What follows belongs to an exercise in optimizing a design on an open flow for small area and a short achievable clock period; a production flow would make more cautious choices.
No functional check of the RTL was part of any run shown here.

==> flow/design.v <==
module multiplier_8bit (
    input signed [7:0] A,
    input signed [7:0] B,
    output signed [15:0] P
);
    wire pp1;
    assign pp1 = A[0] & B[0];
    wire pp2;
    assign pp2 = A[0] & B[1];
    wire pp3;
    assign pp3 = A[0] & B[2];
    wire pp4;
    assign pp4 = A[0] & B[3];
    wire pp5;
    assign pp5 = A[0] & B[4];
    wire pp6;
    assign pp6 = A[0] & B[5];
    wire pp7;
    assign pp7 = A[0] & B[6];
    wire pp8;
    assign pp8 = ~(A[0] & B[7]);
    wire pp9;
    assign pp9 = A[1] & B[0];
    wire pp10;
    assign pp10 = A[1] & B[1];
    wire pp11;
    assign pp11 = A[1] & B[2];
    wire pp12;
    assign pp12 = A[1] & B[3];
    wire pp13;
    assign pp13 = A[1] & B[4];
    wire pp14;
    assign pp14 = A[1] & B[5];
    wire pp15;
    assign pp15 = A[1] & B[6];
    wire pp16;
    assign pp16 = ~(A[1] & B[7]);
    wire pp17;
    assign pp17 = A[2] & B[0];
    wire pp18;
    assign pp18 = A[2] & B[1];
    wire pp19;
    assign pp19 = A[2] & B[2];
    wire pp20;
    assign pp20 = A[2] & B[3];
    wire pp21;
    assign pp21 = A[2] & B[4];
    wire pp22;
    assign pp22 = A[2] & B[5];
    wire pp23;
    assign pp23 = A[2] & B[6];
    wire pp24;
    assign pp24 = ~(A[2] & B[7]);
    wire pp25;
    assign pp25 = A[3] & B[0];
    wire pp26;
    assign pp26 = A[3] & B[1];
    wire pp27;
    assign pp27 = A[3] & B[2];
    wire pp28;
    assign pp28 = A[3] & B[3];
    wire pp29;
    assign pp29 = A[3] & B[4];
    wire pp30;
    assign pp30 = A[3] & B[5];
    wire pp31;
    assign pp31 = A[3] & B[6];
    wire pp32;
    assign pp32 = ~(A[3] & B[7]);
    wire pp33;
    assign pp33 = A[4] & B[0];
    wire pp34;
    assign pp34 = A[4] & B[1];
    wire pp35;
    assign pp35 = A[4] & B[2];
    wire pp36;
    assign pp36 = A[4] & B[3];
    wire pp37;
    assign pp37 = A[4] & B[4];
    wire pp38;
    assign pp38 = A[4] & B[5];
    wire pp39;
    assign pp39 = A[4] & B[6];
    wire pp40;
    assign pp40 = ~(A[4] & B[7]);
    wire pp41;
    assign pp41 = A[5] & B[0];
    wire pp42;
    assign pp42 = A[5] & B[1];
    wire pp43;
    assign pp43 = A[5] & B[2];
    wire pp44;
    assign pp44 = A[5] & B[3];
    wire pp45;
    assign pp45 = A[5] & B[4];
    wire pp46;
    assign pp46 = A[5] & B[5];
    wire pp47;
    assign pp47 = A[5] & B[6];
    wire pp48;
    assign pp48 = ~(A[5] & B[7]);
    wire pp49;
    assign pp49 = A[6] & B[0];
    wire pp50;
    assign pp50 = A[6] & B[1];
    wire pp51;
    assign pp51 = A[6] & B[2];
    wire pp52;
    assign pp52 = A[6] & B[3];
    wire pp53;
    assign pp53 = A[6] & B[4];
    wire pp54;
    assign pp54 = A[6] & B[5];
    wire pp55;
    assign pp55 = A[6] & B[6];
    wire pp56;
    assign pp56 = ~(A[6] & B[7]);
    wire pp57;
    assign pp57 = ~(A[7] & B[0]);
    wire pp58;
    assign pp58 = ~(A[7] & B[1]);
    wire pp59;
    assign pp59 = ~(A[7] & B[2]);
    wire pp60;
    assign pp60 = ~(A[7] & B[3]);
    wire pp61;
    assign pp61 = ~(A[7] & B[4]);
    wire pp62;
    assign pp62 = ~(A[7] & B[5]);
    wire pp63;
    assign pp63 = ~(A[7] & B[6]);
    wire pp64;
    assign pp64 = A[7] & B[7];
    wire s65;
    wire c66;
    assign s65 = pp7 ^ pp14;
    assign c66 = pp7 & pp14;
    wire s67;
    wire c68;
    assign s67 = pp8 ^ pp15 ^ pp22;
    assign c68 = (pp8 & pp15) | (pp8 & pp22) | (pp15 & pp22);
    wire s69;
    wire c70;
    assign s69 = pp29 ^ pp36;
    assign c70 = pp29 & pp36;
    wire s71;
    wire c72;
    assign s71 = pp16 ^ pp23 ^ pp30;
    assign c72 = (pp16 & pp23) | (pp16 & pp30) | (pp23 & pp30);
    wire s73;
    wire c74;
    assign s73 = pp37 ^ pp44 ^ pp51;
    assign c74 = (pp37 & pp44) | (pp37 & pp51) | (pp44 & pp51);
    wire s75;
    wire c76;
    assign s75 = pp24 ^ pp31 ^ pp38;
    assign c76 = (pp24 & pp31) | (pp24 & pp38) | (pp31 & pp38);
    wire s77;
    wire c78;
    assign s77 = pp5 ^ pp12;
    assign c78 = pp5 & pp12;
    wire s79;
    wire c80;
    assign s79 = pp6 ^ pp13 ^ pp20;
    assign c80 = (pp6 & pp13) | (pp6 & pp20) | (pp13 & pp20);
    wire s81;
    wire c82;
    assign s81 = pp27 ^ pp34;
    assign c82 = pp27 & pp34;
    wire s83;
    wire c84;
    assign s83 = pp21 ^ pp28 ^ pp35;
    assign c84 = (pp21 & pp28) | (pp21 & pp35) | (pp28 & pp35);
    wire s85;
    wire c86;
    assign s85 = pp42 ^ pp49 ^ s65;
    assign c86 = (pp42 & pp49) | (pp42 & s65) | (pp49 & s65);
    wire s87;
    wire c88;
    assign s87 = pp43 ^ pp50 ^ pp57;
    assign c88 = (pp43 & pp50) | (pp43 & pp57) | (pp50 & pp57);
    wire s89;
    wire c90;
    assign s89 = c66 ^ s67 ^ s69;
    assign c90 = (c66 & s67) | (c66 & s69) | (s67 & s69);
    wire s91;
    wire c92;
    assign s91 = pp58 ^ 1'b1 ^ c68;
    assign c92 = (pp58 & 1'b1) | (pp58 & c68) | (1'b1 & c68);
    wire s93;
    wire c94;
    assign s93 = c70 ^ s71 ^ s73;
    assign c94 = (c70 & s71) | (c70 & s73) | (s71 & s73);
    wire s95;
    wire c96;
    assign s95 = pp45 ^ pp52 ^ pp59;
    assign c96 = (pp45 & pp52) | (pp45 & pp59) | (pp52 & pp59);
    wire s97;
    wire c98;
    assign s97 = c72 ^ c74 ^ s75;
    assign c98 = (c72 & c74) | (c72 & s75) | (c74 & s75);
    wire s99;
    wire c100;
    assign s99 = pp32 ^ pp39 ^ pp46;
    assign c100 = (pp32 & pp39) | (pp32 & pp46) | (pp39 & pp46);
    wire s101;
    wire c102;
    assign s101 = pp53 ^ pp60 ^ c76;
    assign c102 = (pp53 & pp60) | (pp53 & c76) | (pp60 & c76);
    wire s103;
    wire c104;
    assign s103 = pp40 ^ pp47 ^ pp54;
    assign c104 = (pp40 & pp47) | (pp40 & pp54) | (pp47 & pp54);
    wire s105;
    wire c106;
    assign s105 = pp4 ^ pp11;
    assign c106 = pp4 & pp11;
    wire s107;
    wire c108;
    assign s107 = pp19 ^ pp26 ^ pp33;
    assign c108 = (pp19 & pp26) | (pp19 & pp33) | (pp26 & pp33);
    wire s109;
    wire c110;
    assign s109 = pp41 ^ c78 ^ s79;
    assign c110 = (pp41 & c78) | (pp41 & s79) | (c78 & s79);
    wire s111;
    wire c112;
    assign s111 = c80 ^ c82 ^ s83;
    assign c112 = (c80 & c82) | (c80 & s83) | (c82 & s83);
    wire s113;
    wire c114;
    assign s113 = c84 ^ c86 ^ s87;
    assign c114 = (c84 & c86) | (c84 & s87) | (c86 & s87);
    wire s115;
    wire c116;
    assign s115 = c88 ^ c90 ^ s91;
    assign c116 = (c88 & c90) | (c88 & s91) | (c90 & s91);
    wire s117;
    wire c118;
    assign s117 = c92 ^ c94 ^ s95;
    assign c118 = (c92 & c94) | (c92 & s95) | (c94 & s95);
    wire s119;
    wire c120;
    assign s119 = c96 ^ c98 ^ s99;
    assign c120 = (c96 & c98) | (c96 & s99) | (c98 & s99);
    wire s121;
    wire c122;
    assign s121 = pp61 ^ c100 ^ c102;
    assign c122 = (pp61 & c100) | (pp61 & c102) | (c100 & c102);
    wire s123;
    wire c124;
    assign s123 = pp48 ^ pp55 ^ pp62;
    assign c124 = (pp48 & pp55) | (pp48 & pp62) | (pp55 & pp62);
    wire s125;
    wire c126;
    assign s125 = pp3 ^ pp10;
    assign c126 = pp3 & pp10;
    wire s127;
    wire c128;
    assign s127 = pp18 ^ pp25 ^ s105;
    assign c128 = (pp18 & pp25) | (pp18 & s105) | (pp25 & s105);
    wire s129;
    wire c130;
    assign s129 = s77 ^ c106 ^ s107;
    assign c130 = (s77 & c106) | (s77 & s107) | (c106 & s107);
    wire s131;
    wire c132;
    assign s131 = s81 ^ c108 ^ s109;
    assign c132 = (s81 & c108) | (s81 & s109) | (c108 & s109);
    wire s133;
    wire c134;
    assign s133 = s85 ^ c110 ^ s111;
    assign c134 = (s85 & c110) | (s85 & s111) | (c110 & s111);
    wire s135;
    wire c136;
    assign s135 = s89 ^ c112 ^ s113;
    assign c136 = (s89 & c112) | (s89 & s113) | (c112 & s113);
    wire s137;
    wire c138;
    assign s137 = s93 ^ c114 ^ s115;
    assign c138 = (s93 & c114) | (s93 & s115) | (c114 & s115);
    wire s139;
    wire c140;
    assign s139 = s97 ^ c116 ^ s117;
    assign c140 = (s97 & c116) | (s97 & s117) | (c116 & s117);
    wire s141;
    wire c142;
    assign s141 = s101 ^ c118 ^ s119;
    assign c142 = (s101 & c118) | (s101 & s119) | (c118 & s119);
    wire s143;
    wire c144;
    assign s143 = s103 ^ c120 ^ s121;
    assign c144 = (s103 & c120) | (s103 & s121) | (c120 & s121);
    wire s145;
    wire c146;
    assign s145 = c104 ^ c122 ^ s123;
    assign c146 = (c104 & c122) | (c104 & s123) | (c122 & s123);
    wire s147;
    wire c148;
    assign s147 = pp56 ^ pp63 ^ c124;
    assign c148 = (pp56 & pp63) | (pp56 & c124) | (pp63 & c124);
    wire [14:0] va149;
    wire [14:0] vb150;
    wire [14:0] vs151;
    assign va149 = {1'b1, pp64, c146, c144, c142, c140, c138, c136, c134, c132, c130, c128, c126, pp17, pp2};
    assign vb150 = {1'b0, c148, s147, s145, s143, s141, s139, s137, s135, s133, s131, s129, s127, s125, pp9};
    assign vs151 = va149 + vb150;
    assign P = {vs151[14], vs151[13], vs151[12], vs151[11], vs151[10], vs151[9], vs151[8], vs151[7], vs151[6], vs151[5], vs151[4], vs151[3], vs151[2], vs151[1], vs151[0], pp1};
endmodule
module adder_16bit (
    input signed [15:0] A,
    input signed [15:0] B,
    input signed [15:0] C,
    input signed [15:0] D,
    output signed [17:0] S
);
    wire s1;
    wire c2;
    assign s1 = A[0] ^ B[0];
    assign c2 = A[0] & B[0];
    wire s3;
    wire c4;
    assign s3 = A[1] ^ B[1] ^ C[1];
    assign c4 = (A[1] & B[1]) | (A[1] & C[1]) | (B[1] & C[1]);
    wire s5;
    wire c6;
    assign s5 = A[2] ^ B[2] ^ C[2];
    assign c6 = (A[2] & B[2]) | (A[2] & C[2]) | (B[2] & C[2]);
    wire s7;
    wire c8;
    assign s7 = A[3] ^ B[3] ^ C[3];
    assign c8 = (A[3] & B[3]) | (A[3] & C[3]) | (B[3] & C[3]);
    wire s9;
    wire c10;
    assign s9 = A[4] ^ B[4] ^ C[4];
    assign c10 = (A[4] & B[4]) | (A[4] & C[4]) | (B[4] & C[4]);
    wire s11;
    wire c12;
    assign s11 = A[5] ^ B[5] ^ C[5];
    assign c12 = (A[5] & B[5]) | (A[5] & C[5]) | (B[5] & C[5]);
    wire s13;
    wire c14;
    assign s13 = A[6] ^ B[6] ^ C[6];
    assign c14 = (A[6] & B[6]) | (A[6] & C[6]) | (B[6] & C[6]);
    wire s15;
    wire c16;
    assign s15 = A[7] ^ B[7] ^ C[7];
    assign c16 = (A[7] & B[7]) | (A[7] & C[7]) | (B[7] & C[7]);
    wire s17;
    wire c18;
    assign s17 = A[8] ^ B[8] ^ C[8];
    assign c18 = (A[8] & B[8]) | (A[8] & C[8]) | (B[8] & C[8]);
    wire s19;
    wire c20;
    assign s19 = A[9] ^ B[9] ^ C[9];
    assign c20 = (A[9] & B[9]) | (A[9] & C[9]) | (B[9] & C[9]);
    wire s21;
    wire c22;
    assign s21 = A[10] ^ B[10] ^ C[10];
    assign c22 = (A[10] & B[10]) | (A[10] & C[10]) | (B[10] & C[10]);
    wire s23;
    wire c24;
    assign s23 = A[11] ^ B[11] ^ C[11];
    assign c24 = (A[11] & B[11]) | (A[11] & C[11]) | (B[11] & C[11]);
    wire s25;
    wire c26;
    assign s25 = A[12] ^ B[12] ^ C[12];
    assign c26 = (A[12] & B[12]) | (A[12] & C[12]) | (B[12] & C[12]);
    wire s27;
    wire c28;
    assign s27 = A[13] ^ B[13] ^ C[13];
    assign c28 = (A[13] & B[13]) | (A[13] & C[13]) | (B[13] & C[13]);
    wire s29;
    wire c30;
    assign s29 = A[14] ^ B[14] ^ C[14];
    assign c30 = (A[14] & B[14]) | (A[14] & C[14]) | (B[14] & C[14]);
    wire s31;
    wire c32;
    assign s31 = ~A[15] ^ ~B[15] ^ ~C[15];
    assign c32 = (~A[15] & ~B[15]) | (~A[15] & ~C[15]) | (~B[15] & ~C[15]);
    wire s33;
    wire c34;
    assign s33 = C[0] ^ D[0];
    assign c34 = C[0] & D[0];
    wire s35;
    wire c36;
    assign s35 = D[1] ^ c2 ^ s3;
    assign c36 = (D[1] & c2) | (D[1] & s3) | (c2 & s3);
    wire s37;
    wire c38;
    assign s37 = D[2] ^ c4 ^ s5;
    assign c38 = (D[2] & c4) | (D[2] & s5) | (c4 & s5);
    wire s39;
    wire c40;
    assign s39 = D[3] ^ c6 ^ s7;
    assign c40 = (D[3] & c6) | (D[3] & s7) | (c6 & s7);
    wire s41;
    wire c42;
    assign s41 = D[4] ^ c8 ^ s9;
    assign c42 = (D[4] & c8) | (D[4] & s9) | (c8 & s9);
    wire s43;
    wire c44;
    assign s43 = D[5] ^ c10 ^ s11;
    assign c44 = (D[5] & c10) | (D[5] & s11) | (c10 & s11);
    wire s45;
    wire c46;
    assign s45 = D[6] ^ c12 ^ s13;
    assign c46 = (D[6] & c12) | (D[6] & s13) | (c12 & s13);
    wire s47;
    wire c48;
    assign s47 = D[7] ^ c14 ^ s15;
    assign c48 = (D[7] & c14) | (D[7] & s15) | (c14 & s15);
    wire s49;
    wire c50;
    assign s49 = D[8] ^ c16 ^ s17;
    assign c50 = (D[8] & c16) | (D[8] & s17) | (c16 & s17);
    wire s51;
    wire c52;
    assign s51 = D[9] ^ c18 ^ s19;
    assign c52 = (D[9] & c18) | (D[9] & s19) | (c18 & s19);
    wire s53;
    wire c54;
    assign s53 = D[10] ^ c20 ^ s21;
    assign c54 = (D[10] & c20) | (D[10] & s21) | (c20 & s21);
    wire s55;
    wire c56;
    assign s55 = D[11] ^ c22 ^ s23;
    assign c56 = (D[11] & c22) | (D[11] & s23) | (c22 & s23);
    wire s57;
    wire c58;
    assign s57 = D[12] ^ c24 ^ s25;
    assign c58 = (D[12] & c24) | (D[12] & s25) | (c24 & s25);
    wire s59;
    wire c60;
    assign s59 = D[13] ^ c26 ^ s27;
    assign c60 = (D[13] & c26) | (D[13] & s27) | (c26 & s27);
    wire s61;
    wire c62;
    assign s61 = D[14] ^ c28 ^ s29;
    assign c62 = (D[14] & c28) | (D[14] & s29) | (c28 & s29);
    wire s63;
    wire c64;
    assign s63 = ~D[15] ^ c30 ^ s31;
    assign c64 = (~D[15] & c30) | (~D[15] & s31) | (c30 & s31);
    wire [17:0] va65;
    wire [17:0] vb66;
    wire [17:0] vs67;
    assign va65 = {1'b1, c32, c62, c60, c58, c56, c54, c52, c50, c48, c46, c44, c42, c40, c38, c36, c34, s1};
    assign vb66 = {1'b0, c64, s63, s61, s59, s57, s55, s53, s51, s49, s47, s45, s43, s41, s39, s37, s35, s33};
    assign vs67 = va65 + vb66;
    assign S = {vs67[17], vs67[16], vs67[15], vs67[14], vs67[13], vs67[12], vs67[11], vs67[10], vs67[9], vs67[8], vs67[7], vs67[6], vs67[5], vs67[4], vs67[3], vs67[2], vs67[1], vs67[0]};
endmodule
module adder_17bit (
    input signed [16:0] A,
    input signed [16:0] B,
    output signed [17:0] S
);
    assign S = A + B;
endmodule
module adder_18bit (
    input signed [17:0] A,
    input signed [17:0] B,
    output signed [18:0] S
);
    assign S = A + B;
endmodule
module int8_mac_tree (
    input clk,  
    input reset,  
    input signed [7:0] in0,
    input signed [7:0] in1,
    input signed [7:0] in2,
    input signed [7:0] in3,
    input signed [7:0] in4,
    input signed [7:0] in5,
    input signed [7:0] in6,
    input signed [7:0] in7,
    input signed [7:0] in8,
    input signed [7:0] in9,
    input signed [7:0] in10,
    input signed [7:0] in11,
    input signed [7:0] in12,
    input signed [7:0] in13,
    input signed [7:0] in14,
    input signed [7:0] in15,
    output signed [31:0] out,
    output reg signed [15:0] prod0, prod1, prod2, prod3, prod4, prod5, prod6, prod7,
    output signed [17:0] sum_level2_0, sum_level2_1
);
    wire signed [15:0] p0, p1, p2, p3, p4, p5, p6, p7;
    multiplier_8bit mul0 (.A(in0),  .B(in1),  .P(p0));
    multiplier_8bit mul1 (.A(in2),  .B(in3),  .P(p1));
    multiplier_8bit mul2 (.A(in4),  .B(in5),  .P(p2));
    multiplier_8bit mul3 (.A(in6),  .B(in7),  .P(p3));
    multiplier_8bit mul4 (.A(in8),  .B(in9),  .P(p4));
    multiplier_8bit mul5 (.A(in10), .B(in11), .P(p5));
    multiplier_8bit mul6 (.A(in12), .B(in13), .P(p6));
    multiplier_8bit mul7 (.A(in14), .B(in15), .P(p7));
    always @(posedge clk or posedge reset) begin
        if (reset) begin
            prod0 <= 16'h0; prod1 <= 16'h0; prod2 <= 16'h0; prod3 <= 16'h0;
            prod4 <= 16'h0; prod5 <= 16'h0; prod6 <= 16'h0; prod7 <= 16'h0;
        end else begin
            prod0 <= p0; prod1 <= p1; prod2 <= p2; prod3 <= p3;
            prod4 <= p4; prod5 <= p5; prod6 <= p6; prod7 <= p7;
        end
    end
    adder_16bit sum0 (.A(prod0), .B(prod1), .C(prod2), .D(prod3), .S(sum_level2_0));
    adder_16bit sum1 (.A(prod4), .B(prod5), .C(prod6), .D(prod7), .S(sum_level2_1));
    reg signed [18:0] out_r;
    wire signed [18:0] out_sum;
    adder_18bit add_final (.A(sum_level2_0), .B(sum_level2_1), .S(out_sum));
    always @(posedge clk or posedge reset) begin
        if (reset)
            out_r <= 19'h0;
        else
            out_r <= out_sum;
    end
    assign out = out_r;
endmodule
==> flow/run.sh <==
#!/bin/bash
# synth_recipe.tcl (not shown) runs the flow's synth.tcl, then flattens the netlist and writes it again
# the make line also repeats each setting of config.mk as NAME=value (left out here)
make -C /OpenROAD-flow-scripts/flow DESIGN_CONFIG=/design/flow/config.mk WORK_HOME=/design/flow/orfs CLKGATE_MAP_FILE= SYNTH_SCRIPT=/design/flow/synth_recipe.tcl finish
==> flow/config.mk <==
export PLATFORM = sky130hd
export DESIGN_NAME = int8_mac_tree
export DESIGN_NICKNAME = int8_mac_tree
export VERILOG_FILES = /design/flow/design.v
export SDC_FILE = /design/flow/constraint.sdc
export NUM_CORES = 4
export LEC_CHECK = 0
export CAP_MARGIN = 20
export CORE_MARGIN = 2
export CORE_UTILIZATION = 40
export SLEW_MARGIN = 20
==> flow/constraint.sdc <==
create_clock -name core_clock -period 12.0 [get_ports {clk}]
set_input_delay 2.4000 -clock core_clock [delete_from_list [all_inputs] [get_ports {clk}]]
set_output_delay 2.4000 -clock core_clock [all_outputs]
set_load 0.01 [all_outputs]
==> results of run 1 <==
-- cells in the mapped netlist (all sizes together) (32+ instances only) --
master	number	area share (%)
nor2	69	1.1
o21a	32	1.1
dfrtp	147	16
inv	607	10
a21o	46	1.5
xnor2	105	4.0
nand2	206	3.4
ha	224	12
fa	351	31
and2	337	9.2
a21oi	87	1.9
-- sequential cells by signal, summed over array words and instances (netlist names) --
register  cells
prod7        16
prod0        16
prod3        16
prod5        16
prod2        16
out_r        19
prod6        16
prod1        16
prod4        16
-- final cells by class --
class	count	share of cell area [%]
Clock buffer	21	1.74
Multi-Input combinational cell	1706	60.8
Tap cell	756	3.44
Inverter	607	8.29
Sequential cell	147	13.4
Clock inverter	11	0.545
Timing Repair Buffer	326	11.8
-- routing by layer --
layer,routed length (um),GRT usage [%]
met1,28600,30.4
met2,28200,34.4
met3,3450,4.39
met4,1980,7.27
met5,0,0
-- per-stage QoR --
step | hold slack, ps | setup slack, ps | utilization [%] | cells
2_1_floorplan | 839 | 5650 | - | 2475
3_3_place_gp | 911 | 5000 | 47.7 | 3542
3_5_place_dp | 904 | 4990 | 47.7 | 3542
4_1_cts | 916 | 4460 | 48.8 | 3574
5_1_grt | 939 | 4260 | 48.8 | 3574
6_report | 914 | 4550 | 48.8 | 3574
-- worst max path at each step --
stage               startpoint          endpoint  slack [ps]  cells past startpoint
CTS                   prod0[1]  sum_level2_0[17]        4460                     15
global route          prod4[1]  sum_level2_1[16]        4260                     15
global placement        in6[4]         prod3[14]        5000                     15
floorplan                reset          out_r[0]        5650                      1
finish                prod4[1]  sum_level2_1[16]        4550                     15
detailed placement      in6[5]         prod3[14]        4990                     14
-- cell families after synthesis --
family,share of synthesized area [%]
XOR/XNOR,4.99
flip-flops,16.1
multiplexers,0.137
adder cells (fa/ha/maj),43.1
buffers and inverters,10.5
AO/OA/AOI/OAI,8.84
AND/OR/NAND/NOR,16.3
-- worst max-delay path: stages (launching register included) --
cell                              delay [ps]
sky130_fd_sc_hd__dfrtp_1                 340
sky130_fd_sc_hd__inv_1                    60
sky130_fd_sc_hd__fa_1                    550
sky130_fd_sc_hd__inv_1                    70
sky130_fd_sc_hd__fa_1                    510
sky130_fd_sc_hd__fa_1                    420
sky130_fd_sc_hd__a21oi_1                 230
sky130_fd_sc_hd__o2111ai_1               280
sky130_fd_sc_hd__a31o_2                  300
sky130_fd_sc_hd__a21o_1                  170
sky130_fd_sc_hd__a21o_1                  170
sky130_fd_sc_hd__a21o_1                  200
sky130_fd_sc_hd__a21o_1                  180
sky130_fd_sc_hd__a21oi_1                 180
sky130_fd_sc_hd__xnor2_1                 280
sky130_fd_sc_hd__clkdlybuf4s50_1         640
==> flow_summary.json, run 1 <==
{
  "outcome": "complete, no violations",
  "dpl_cell_area_mm2": 0.0269,
  "initial_cell_density_of_the_core_pct": 40.4,
  "cts_hold_buf": 0,
  "floorplan.rows": 87,
  "clock_skew_ps": 14.8,
  "layout.cells.most_common": "sky130_fd_sc_hd__inv_1",
  "worst_margin_pin_slew_ps": 970,
  "routabilityCongestion": 0.894,
  "post_cts_resize_count": 0,
  "critical_path.reg2reg.endpoint": "out_r[18]",
  "detail_route.drc_violations": 0,
  "critical_path_class": "reg2out",
  "worst_case_hold_path_end_point": "out_r[0]",
  "ctsLongestPathBuffers": 2,
  "num-fill-cells": 5440,
  "design.portCount": 326,
  "post-route-min-period_ps": 7450,
  "most-common-layout-cells": "606 x sky130_fd_sc_hd__inv_1, 351 x sky130_fd_sc_hd__fa_1, 337 x sky130_fd_sc_hd__and2_1",
  "synth-edff-count": 0,
  "grt_pass1_vias": 18300,
  "cts_made_buffers": 17,
  "synth-async-reset-ratio_pct": 100,
  "synth_top_flop_cell": "sky130_fd_sc_hd__dfrtp_1",
  "setup.worst_path.end_class": "output pin",
  "finish.instance_area_mm2": 0.0275,
  "ys.warnings.count": 1,
  "die_y_um": 243,
  "detail_route.first_pass.iterations": 8,
  "grt_first_pass_wirelength_um": 100000,
  "clk_pin_slew_worst_paths_ps": 70,
  "syn2layout_area_growth_pct": 20.8,
  "r2r_slack_ps": 6560,
  "port-buffer-count": 325,
  "grt_start_max_net_pins": 84,
  "startpoint_type": "flop",
  "post_route_wl_um": 62200,
  "cts_setup_buffers": 0,
  "detail_route.wl_per_cell_um": 17.4,
  "regToRegStartpoint": "prod0[1]",
  "num-nets-final": 3510,
  "cts.root.buffer_cell": "sky130_fd_sc_hd__clkbuf_16",
  "synthesis.instances": 2475,
  "tritoncts": "built",
  "grt_overflow": 0,
  "fmax_mhz": 134,
  "rsz0062_at_grt": "false",
  "detail_route.vias_per_cell": 4.88,
  "yosysUniqueCellTypes": 64,
  "die_w_um": 243,
  "cts.htree.levels": 4,
  "antenna_violations_before_repair": 3,
  "max_cap_violations": 0,
  "synth_sequential_area_ratio_pct": 16.1,
  "detail_route.iter0.violations": 842,
  "multiInputGateArea_mm2": 0.0167,
  "hp-start": "prod3[0]",
  "drv_slew": 0,
  "mappedNetlistArea_mm2": 0.0228,
  "seqCellArea_mm2": 0.00368,
  "critical_path_peak_fanout": 5,
  "dp_hpwl_um": 53800,
  "timing.hold.worst.class": "reg2reg",
  "tns_ps": 0,
  "grt.total_usage_pct": 21.9,
  "slew_headroom_pct": 35.4,
  "data_arrival_time_of_the_worst_path_ps": 5050,
  "setup_violating_endpoint_count_in_the_final_report": 0,
  "dr_total_vias": 17400,
  "num_antenna_cells": 0,
  "required_ps": 9600,
  "ant_nets": 0,
  "hold-path-cell-count": 3,
  "synth_seq_cells": 147,
  "avgSynthCellArea_um2": 9.21,
  "min_period_over_period_pct": 62.1,
  "fp.dieArea_mm2": 0.0589,
  "clock_sinks": 147,
  "worst_r2r_path_depth": 18,
  "mappedNetlistNets": 3180,
  "clock_latency_ps": 480,
  "timing.final.hold_violations": 0,
  "layout_cell_share_with_drive_strength_beyond_1_pct": 2.38,
  "coreArea_mm2": 0.0564
}
==> inputs of run 2 (changes only) <==
--- a/flow/design.v
+++ b/flow/design.v
@@ -299,13 +299,207 @@
     wire c148;
     assign s147 = pp56 ^ pp63 ^ c124;
     assign c148 = (pp56 & pp63) | (pp56 & c124) | (pp63 & c124);
-    wire [14:0] va149;
-    wire [14:0] vb150;
-    wire [14:0] vs151;
-    assign va149 = {1'b1, pp64, c146, c144, c142, c140, c138, c136, c134, c132, c130, c128, c126, pp17, pp2};
-    assign vb150 = {1'b0, c148, s147, s145, s143, s141, s139, s137, s135, s133, s131, s129, s127, s125, pp9};
-    assign vs151 = va149 + vb150;
-    assign P = {vs151[14], vs151[13], vs151[12], vs151[11], vs151[10], vs151[9], vs151[8], vs151[7], vs151[6], vs151[5], vs151[4], vs151[3], vs151[2], vs151[1], vs151[0], pp1};
+    wire g149;
+    wire p150;
+    assign g149 = pp2 & pp9;
+    assign p150 = pp2 ^ pp9;
+    wire g151;
+    wire p152;
+    assign g151 = pp17 & s125;
+    assign p152 = pp17 ^ s125;
+    wire g153;
+    wire p154;
+    assign g153 = c126 & s127;
+    assign p154 = c126 ^ s127;
+    wire g155;
+    wire p156;
+    assign g155 = c128 & s129;
+    assign p156 = c128 ^ s129;
+    wire g157;
+    wire p158;
+    assign g157 = c130 & s131;
+    assign p158 = c130 ^ s131;
+    wire g159;
+    wire p160;
+    assign g159 = c132 & s133;
+    assign p160 = c132 ^ s133;
+    wire g161;
+    wire p162;
+    assign g161 = c134 & s135;
+    assign p162 = c134 ^ s135;
+    wire g163;
+    wire p164;
+    assign g163 = c136 & s137;
+    assign p164 = c136 ^ s137;
+    wire g165;
+    wire p166;
+    assign g165 = c138 & s139;
+    assign p166 = c138 ^ s139;
+    wire g167;
+    wire p168;
+    assign g167 = c140 & s141;
+    assign p168 = c140 ^ s141;
+    wire g169;
+    wire p170;
+    assign g169 = c142 & s143;
+    assign p170 = c142 ^ s143;
+    wire g171;
+    wire p172;
+    assign g171 = c144 & s145;
+    assign p172 = c144 ^ s145;
+    wire g173;
+    wire p174;
+    assign g173 = c146 & s147;
+    assign p174 = c146 ^ s147;
+    wire g175;
+    wire p176;
+    assign g175 = pp64 & c148;
+    assign p176 = pp64 ^ c148;
+    wire g177;
+    wire p178;
+    assign g177 = 1'b1 & 1'b0;
+    assign p178 = 1'b1 ^ 1'b0;
+    wire G179;
+    assign G179 = g151 | (p152 & g149);
+    wire P180;
+    assign P180 = p152 & p150;
+    wire G181;
+    assign G181 = g155 | (p156 & g153);
+    wire P182;
+    assign P182 = p156 & p154;
+    wire G183;
+    assign G183 = g159 | (p160 & g157);
+    wire P184;
+    assign P184 = p160 & p158;
+    wire G185;
+    assign G185 = g163 | (p164 & g161);
+    wire P186;
+    assign P186 = p164 & p162;
+    wire G187;
+    assign G187 = g167 | (p168 & g165);
+    wire P188;
+    assign P188 = p168 & p166;
+    wire G189;
+    assign G189 = g171 | (p172 & g169);
+    wire P190;
+    assign P190 = p172 & p170;
+    wire G191;
+    assign G191 = g175 | (p176 & g173);
+    wire P192;
+    assign P192 = p176 & p174;
+    wire G193;
+    assign G193 = g153 | (p154 & G179);
+    wire P194;
+    assign P194 = p154 & P180;
+    wire G195;
+    assign G195 = G181 | (P182 & G179);
+    wire P196;
+    assign P196 = P182 & P180;
+    wire G197;
+    assign G197 = g161 | (p162 & G183);
+    wire P198;
+    assign P198 = p162 & P184;
+    wire G199;
+    assign G199 = G185 | (P186 & G183);
+    wire P200;
+    assign P200 = P186 & P184;
+    wire G201;
+    assign G201 = g169 | (p170 & G187);
+    wire P202;
+    assign P202 = p170 & P188;
+    wire G203;
+    assign G203 = G189 | (P190 & G187);
+    wire P204;
+    assign P204 = P190 & P188;
+    wire G205;
+    assign G205 = g177 | (p178 & G191);
+    wire P206;
+    assign P206 = p178 & P192;
+    wire G207;
+    assign G207 = g157 | (p158 & G195);
+    wire P208;
+    assign P208 = p158 & P196;
+    wire G209;
+    assign G209 = G183 | (P184 & G195);
+    wire P210;
+    assign P210 = P184 & P196;
+    wire G211;
+    assign G211 = G197 | (P198 & G195);
+    wire P212;
+    assign P212 = P198 & P196;
+    wire G213;
+    assign G213 = G199 | (P200 & G195);
+    wire P214;
+    assign P214 = P200 & P196;
+    wire G215;
+    assign G215 = g173 | (p174 & G203);
+    wire P216;
+    assign P216 = p174 & P204;
+    wire G217;
+    assign G217 = G191 | (P192 & G203);
+    wire P218;
+    assign P218 = P192 & P204;
+    wire G219;
+    assign G219 = G205 | (P206 & G203);
+    wire P220;
+    assign P220 = P206 & P204;
+    wire G221;
+    assign G221 = g165 | (p166 & G213);
+    wire P222;
+    assign P222 = p166 & P214;
+    wire G223;
+    assign G223 = G187 | (P188 & G213);
+    wire P224;
+    assign P224 = P188 & P214;
+    wire G225;
+    assign G225 = G201 | (P202 & G213);
+    wire P226;
+    assign P226 = P202 & P214;
+    wire G227;
+    assign G227 = G203 | (P204 & G213);
+    wire P228;
+    assign P228 = P204 & P214;
+    wire G229;
+    assign G229 = G215 | (P216 & G213);
+    wire P230;
+    assign P230 = P216 & P214;
+    wire G231;
+    assign G231 = G217 | (P218 & G213);
+    wire P232;
+    assign P232 = P218 & P214;
+    wire G233;
+    assign G233 = G219 | (P220 & G213);
+    wire P234;
+    assign P234 = P220 & P214;
+    wire sum235;
+    assign sum235 = p152 ^ g149;
+    wire sum236;
+    assign sum236 = p154 ^ G179;
+    wire sum237;
+    assign sum237 = p156 ^ G193;
+    wire sum238;
+    assign sum238 = p158 ^ G195;
+    wire sum239;
+    assign sum239 = p160 ^ G207;
+    wire sum240;
+    assign sum240 = p162 ^ G209;
+    wire sum241;
+    assign sum241 = p164 ^ G211;
+    wire sum242;
+    assign sum242 = p166 ^ G213;
+    wire sum243;
+    assign sum243 = p168 ^ G221;
+    wire sum244;
+    assign sum244 = p170 ^ G223;
+    wire sum245;
+    assign sum245 = p172 ^ G225;
+    wire sum246;
+    assign sum246 = p174 ^ G227;
+    wire sum247;
+    assign sum247 = p176 ^ G229;
+    wire sum248;
+    assign sum248 = p178 ^ G231;
+    assign P = {sum248, sum247, sum246, sum245, sum244, sum243, sum242, sum241, sum240, sum239, sum238, sum237, sum236, sum235, p150, pp1};
 endmodule
 module adder_16bit (
     input signed [15:0] A,
==> flow/flow/run.sh (new file) <==
#!/bin/bash
# Standard layout, with the port buffers made from a plain buffer cell
# instead of the delay buffer buffer_ports picks on its own.
set -euo pipefail
export BUFFER_PORTS_ARGS="-buffer_cell sky130_fd_sc_hd__buf_2"
bash standard.sh > standard.log 2>&1
==> flow/standard.sh (new file) <==
#!/bin/bash
# synth_recipe.tcl (not shown) runs the flow's synth.tcl, then flattens the netlist and writes it again
# the make line also repeats each setting of config.mk as NAME=value (left out here)
make -C /OpenROAD-flow-scripts/flow DESIGN_CONFIG=/design/flow/config.mk WORK_HOME=/design/flow/orfs CLKGATE_MAP_FILE= SYNTH_SCRIPT=/design/flow/synth_recipe.tcl "${@:-finish}"
removed: flow/run.sh
==> run 2 against run 1 <==
Compared with the run above:
- setup slack gained 490 ps
- final area shrank 11%
- synthesized cell count shrank 10%
- first-iteration DRC count shrank 24%
- largest cell class unchanged
- critical path type unchanged
- still clean on timing, DRC and antenna
==> flow_summary.json, run 2 <==
{
  "routabilityCongestion": 0.903,
  "synthesis.instances": 2225,
  "setup.worst_path.end_class": "output pin",
  "fmax_mhz": 144,
  "critical_path_class": "reg2out",
  "layout.cells.most_common": "sky130_fd_sc_hd__inv_1",
  "detail_route.iter0.violations": 643,
  "post_route_wl_um": 59400,
  "data_arrival_time_of_the_worst_path_ps": 4560,
  "rsz0062_at_grt": "false",
  "cts_setup_buffers": 0,
  "fp.dieArea_mm2": 0.0559,
  "synthDominantCellAreaShare_pct": 34.7,
  "grt_pass1_vias": 17300,
  "met1_usage_pct": 27.4,
  "avgSynthCellArea_um2": 9.71,
  "clock_latency_ps": 490,
  "cts.htree.levels": 4,
  "ys.warnings.count": 1,
  "timing.hold.worst.class": "reg2reg",
  "dpl_cell_area_mm2": 0.0240,
  "grt_overflow": 0,
  "die_y_um": 236,
  "synth_top_flop_cell": "sky130_fd_sc_hd__dfrtp_1",
  "grtUsageMet3_pct": 5.89,
  "mappedNetlistArea_mm2": 0.0216,
  "cp-startpoint": "prod4[2]",
  "num-nets-final": 3278,
  "initial_cell_density_of_the_core_pct": 40.3,
  "grt.total_usage_pct": 22.5,
  "grt_first_pass_wirelength_um": 95600,
  "outcome": "complete, no violations",
  "synth-async-reset-ratio_pct": 100,
  "ctsLongestPathBuffers": 2,
  "grt_start_max_net_pins": 78,
  "cts_made_buffers": 17,
  "slew_headroom_pct": 37.5,
  "detail_route.vias_per_cell": 4.87,
  "cts.root.buffer_cell": "sky130_fd_sc_hd__clkbuf_16",
  "largest_register": "out_r",
  "seqCellArea_mm2": 0.00368,
  "dr_total_vias": 15900,
  "final_util_pct": 46.0,
  "largest_register_ffs": 19,
  "syn2layout_area_growth_pct": 14.0,
  "synth_seq_cells": 147,
  "antenna_violations_before_repair": 2,
  "final.setup.worst_slack_ps": 5040,
  "layout_cell_share_with_drive_strength_beyond_1_pct": 14.9,
  "post-route-min-period_ps": 6960,
  "worst_margin_pin_slew_ps": 937,
  "required_ps": 9600,
  "port-buffer-count": 325,
  "netlist.top_cell.by_area": "sky130_fd_sc_hd__fa_1",
  "cts_hold_buf": 0,
  "detail_route.first_pass.iterations": 4,
  "yosysUniqueCellTypes": 44,
  "r2r_slack_ps": 6650,
  "regToRegStartpoint": "prod5[4]",
  "num_antenna_cells": 0,
  "ant_nets": 0,
  "clock_sinks": 147,
  "dpl_worst_slack_ps": 5520,
  "multiInputGateArea_mm2": 0.0161,
  "detail_route.drc_violations": 0,
  "coreArea_mm2": 0.0536,
  "finalHoldWorstSlack_ps": 938,
  "die_w_um": 236,
  "hp-start": "prod6[0]",
  "drv_slew": 0,
  "tns_ps": 0,
  "clk_pin_slew_worst_paths_ps": 70,
  "grt.met2_usage_pct": 38.2,
  "synthTopCellsByCount": "467 x sky130_fd_sc_hd__inv_1, 375 x sky130_fd_sc_hd__fa_1, 314 x sky130_fd_sc_hd__and2_1",
  "most-common-layout-cells": "466 x sky130_fd_sc_hd__inv_1, 375 x sky130_fd_sc_hd__fa_1, 325 x sky130_fd_sc_hd__buf_2",
  "startpoint_type": "flop",
  "timing.final.hold_violations": 0,
  "synth_sequential_area_ratio_pct": 17.0,
  "grt_most_used_layer": "met2",
  "yosys.cell_count.top_type": "sky130_fd_sc_hd__inv_1",
  "clock_skew_ps": 14.5,
  "design.portCount": 326,
  "critical_path_peak_fanout": 5,
  "max_cap_violations": 0,
  "setup_violating_endpoint_count_in_the_final_report": 0,
  "yosys-top-cells-area": "sky130_fd_sc_hd__fa_1 35%, sky130_fd_sc_hd__dfrtp_1 17%, sky130_fd_sc_hd__ha_1 13%",
  "critical_path.reg2reg.endpoint": "out_r[17]",
  "min_period_over_period_pct": 58.0,
  "synth-edff-count": 0,
  "tritoncts": "built",
  "dp_hpwl_um": 52100,
  "mappedNetlistNets": 2946,
  "worst_case_hold_path_end_point": "out_r[0]",
  "floorplan.rows": 85,
  "num-fill-cells": 5247,
  "hold-path-cell-count": 3,
  "detail_route.wl_per_cell_um": 18.2,
  "finish.instance_area_mm2": 0.0246,
  "worst_r2r_path_depth": 20,
  "post_cts_resize_count": 0
}
[run 2: cell count changes after synthesis, sizes merged, moves of 23 or more]
| cell | previous run | this run |
|---|---|---|
| o21a | 32 | 6 |
| xnor2 | 105 | 71 |
| and2 | 337 | 314 |
| inv | 607 | 467 |
| a21oi | 87 | 56 |
| fa | 351 | 375 |
| o21ai | 25 | 50 |
| nand2 | 206 | 238 |
[run 2: per-stage QoR]
stage	cells
final	3266
after global routing	3266
after CTS	3266
after detailed placement	3234
after global placement	3234
after floorplan	2225
[run 2: logic make-up (layout without fill, tap and decap cells)]
| logic type | Yosys count | after routing | synth area share (%) |
|---|---|---|---|
| and+or+nand+nor | 688 | 688 | 16.4 |
| buffers and inverters | 480 | 825 | 8.56 |
| xor gates and xnor gates | 112 | 112 | 4.61 |
| AOI/OAI and AO/OA | 207 | 207 | 6.19 |
| adders and majority gates | 591 | 591 | 47.2 |
| DFF | 147 | 147 | 17.0 |
[run 2: worst max-delay path, stage by stage (launching register included)]
cell                       delay [ps]
sky130_fd_sc_hd__dfrtp_1          350
sky130_fd_sc_hd__inv_1             60
sky130_fd_sc_hd__fa_1             490
sky130_fd_sc_hd__fa_1             510
sky130_fd_sc_hd__inv_1             40
sky130_fd_sc_hd__ha_1             350
sky130_fd_sc_hd__a21oi_2          200
sky130_fd_sc_hd__a21oi_2          100
sky130_fd_sc_hd__o2111a_2         310
sky130_fd_sc_hd__or3_1            370
sky130_fd_sc_hd__a21oi_1          220
sky130_fd_sc_hd__o21bai_1          80
sky130_fd_sc_hd__a21o_1           200
sky130_fd_sc_hd__a21o_1           170
sky130_fd_sc_hd__a21oi_1          400
sky130_fd_sc_hd__buf_2            220
[run 2: cell type report]
class | count | area share, %
Timing Repair Buffer | 326 | 6.63
Multi-Input combinational cell | 1598 | 65.3
Clock inverter | 15 | 0.742
Inverter | 467 | 7.14
Tap cell | 696 | 3.54
Clock buffer | 17 | 1.73
Sequential cell | 147 | 14.9
[run 2: per-layer routing]
metal	wire (um)	part of all wire, %
met1	24200	41
met2	29200	49
met3	4050	6.8
met4	1970	3.3
met5	0	0
[run 2: worst max path at each step]
stage | to | slack (ps) | depth (start not counted)
final | sum_level2_1[17] | 5040 | 15
after global routing | sum_level2_1[17] | 4760 | 15
after CTS | sum_level2_1[17] | 4960 | 15
after detailed placement | sum_level2_1[17] | 5520 | 15
after global placement | sum_level2_1[17] | 5520 | 15
after floorplan | out_r[0] | 5650 | 1

==> port drivers added, routing unchanged <==
The flow's constraints put no driver on any port. The routed layouts listed below were extracted and timed again, unchanged, in two steps.
Step 1, drivers: a clkbuf_16 drives clk and a buf_2 each remaining input, both assumed.
Step 2 also shifts input and output timing later by t, the mid clock arrival at the registers, as if the neighbouring blocks saw the same clock.
a / b / c = no drivers / after step 1 / after step 2; a / b = the first two.
| run | shift t [ns] | setup slack, ns | clock arrival spread, ns |
|---|---|---|---|
| run 1 | 0.526 | 4.547 / 4.496 / 4.917 | 0.017 / 0.017 |
| run 2 | 0.535 | 5.039 / 4.985 / 5.520 | 0.015 / 0.014 |
After both steps setup and hold are still met in every run listed.
